Background: an optimization exercise with open tools, aiming at small area and a short achievable clock period. Do not read the settings as production practice. Only simulation tests tie the RTL to the original design; equivalence was not proved. No activity file was given, so power comes from the tool's default toggle rates.

## int_fu
module int_fu (
    input  logic                  clk,
    input  logic                  rst,
    input  logic [INT_DATA_W-1:0] add_a,
    input  logic [INT_DATA_W-1:0] add_b,
    input  logic                  add_valid_i,
    output logic [INT_DATA_W-1:0] add_result,
    output logic                  add_valid_o,
    input  logic [INT_DATA_W-1:0] sub_a,
    input  logic [INT_DATA_W-1:0] sub_b,
    input  logic                  sub_valid_i,
    output logic [INT_DATA_W-1:0] sub_result,
    output logic                  sub_valid_o,
    input  logic [INT_DATA_W-1:0] mul_a,
    input  logic [INT_DATA_W-1:0] mul_b,
    input  logic                  mul_valid_i,
    output logic [INT_DATA_W-1:0] mul_result,
    output logic                  mul_busy,
    input  logic [INT_DATA_W-1:0] div_a,
    input  logic [INT_DATA_W-1:0] div_b,
    input  logic                  div_valid_i,
    output logic [INT_DATA_W-1:0] div_result,
    output logic                  div_busy
);
Size: roughly 2500 cells after synthesis, about 260 flip-flops, roughly 390 I/O pins, ~0.023 mm² of cells after synthesis.
Settings: LEC_CHECK=0, CAP_MARGIN=20, CORE_MARGIN=2, CORE_UTILIZATION=70, SLEW_MARGIN=20, SYNTH_HIERARCHICAL=1; clock period 85.0 ns.
standard.sh (not shown) runs the stock make flow with config.mk's settings and CLKGATE_MAP_FILE= SYNTH_SCRIPT=/design/flow/synth_recipe.tcl, a recipe that flattens the netlist after the stock synthesis.
==> flow/flow/run.sh <==
#!/bin/bash
# The standard layout, with the smallest buffer cell on the ports in place of
# the one buffer_ports picks by default, a clock tree of smaller buffers
# without dummy loads, and timing repair asked to reach a setup slack of
# SETUP_SLACK_MARGIN ns.
set -euo pipefail
export BUFFER_PORTS_ARGS="-buffer_cell sky130_fd_sc_hd__buf_1"
export CTS_ARGS="-sink_clustering_enable -repair_clock_nets -dont_use_dummy_load -buf_list sky130_fd_sc_hd__clkbuf_16 -sink_clustering_size 30 -sink_clustering_max_diameter 100"
bash standard.sh SETUP_SLACK_MARGIN=66 > standard.log 2>&1
The starting point ran to the end with no violations.
Next try:
==> flow/flow/run.sh (replaced) <==
#!/bin/bash
# The standard layout, with the smallest buffer cell on the ports in place of
# the one buffer_ports picks by default, a clock tree of smaller buffers
# without dummy loads, and timing repair asked to reach a setup slack of
# SETUP_SLACK_MARGIN ns.
set -euo pipefail
export BUFFER_PORTS_ARGS="-buffer_cell sky130_fd_sc_hd__buf_1"
export CTS_ARGS="-sink_clustering_enable -repair_clock_nets -dont_use_dummy_load -buf_list sky130_fd_sc_hd__clkbuf_8 -sink_clustering_size 12 -sink_clustering_max_diameter 60"
bash standard.sh SETUP_SLACK_MARGIN=66.6 > standard.log 2>&1
What happened: The changed run completed with no timing, DRC or antenna violations; final cell count grows slightly; critical path depth grows by 1; worst setup slack gets better by 0.18 ns; flip-flop and latch count does not change; wire length grows by a few percent; clock-buffer cell count grows by 21; hold slack gets worse by 0.0082 ns; clock power grows by about a fifth; first-iteration DRC count grows by about a fifth; register-to-register slack gets better by 0.18 ns; total power grows slightly.
Next try:
==> flow/flow/run.sh (replaced) <==
#!/bin/bash
# The standard layout, with the smallest buffer cell on the ports in place of
# the one buffer_ports picks by default, a clock tree of smaller buffers
# without dummy loads, and timing repair asked to reach a setup slack of
# SETUP_SLACK_MARGIN ns.
set -euo pipefail
export BUFFER_PORTS_ARGS="-buffer_cell sky130_fd_sc_hd__buf_1"
export CTS_ARGS="-sink_clustering_enable -repair_clock_nets -dont_use_dummy_load -buf_list sky130_fd_sc_hd__clkbuf_8 -sink_clustering_size 14 -sink_clustering_max_diameter 70"
bash standard.sh SETUP_SLACK_MARGIN=65.7 > standard.log 2>&1
- CORE_UTILIZATION: 70 -> 60
Effect: Cell area goes down by about 3.3%; die area goes up by about 16%; wire length goes down by about 4%; core utilization goes down by 14 points; total power goes down by about 2%; synthesized area is unchanged; register-to-register slack gets worse by 0.33 ns; via count goes down by about 4%.
Next try:
==> flow/flow/run.sh (replaced) <==
#!/bin/bash
# The standard layout, with the smallest buffer cell on the ports in place of
# the one buffer_ports picks by default, a clock tree of smaller buffers
# without dummy loads, and timing repair asked to reach a setup slack of
# SETUP_SLACK_MARGIN ns.
set -euo pipefail
export BUFFER_PORTS_ARGS="-buffer_cell sky130_fd_sc_hd__buf_1"
export CTS_ARGS="-sink_clustering_enable -repair_clock_nets -dont_use_dummy_load -buf_list sky130_fd_sc_hd__clkbuf_8 -sink_clustering_size 16 -sink_clustering_max_diameter 80"
bash standard.sh SETUP_SLACK_MARGIN=66 > standard.log 2>&1
Effect:
- The changed run passed the timing, DRC and antenna checks
- setup slack gains 0.059 ns
- flip-flop and latch count does not change
- cell area barely changes
- hold slack stays flat

## afterwards: timing with drivers on the ports
How much do the figures lean on ideal ports? The routed layouts below were timed once more, with nothing changed but the port constraints.
Step 1 sets driving cells, clkbuf_16 on the clock port and buf_2 on the other inputs (assumed; they add their load-dependent delay and slew).
Step 2 moves the port delays by t, midway between the first and last clock arrival at a register: inputs arrive t later, outputs are due t later. That takes back most of the time a late clock gives input paths.
Slacks: no drivers / after step 1 / after step 2; pairs: no drivers / after step 1.
run	t (ns)	setup WS [ns]	clock arrival spread, ns	slew at the worst register clock pin (ns)	cell pins on the clock port's net
the first run	0.548	65.995 / 66.012 / 65.464	0.063 / 0.064	0.12 / 0.12	1
the second run	0.630	66.173 / 66.183 / 65.553	0.078 / 0.078	0.10 / 0.10	1
the third run	0.668	66.009 / 66.029 / 65.361	0.074 / 0.074	0.10 / 0.10	1
the fourth run	0.652	66.068 / 66.092 / 65.440	0.113 / 0.113	0.12 / 0.12	1
After both steps every run listed still meets setup and hold. For the third run, which loses most, drivers alone change the setup slack by +0.020 ns; drivers and shift together by -0.648 ns.
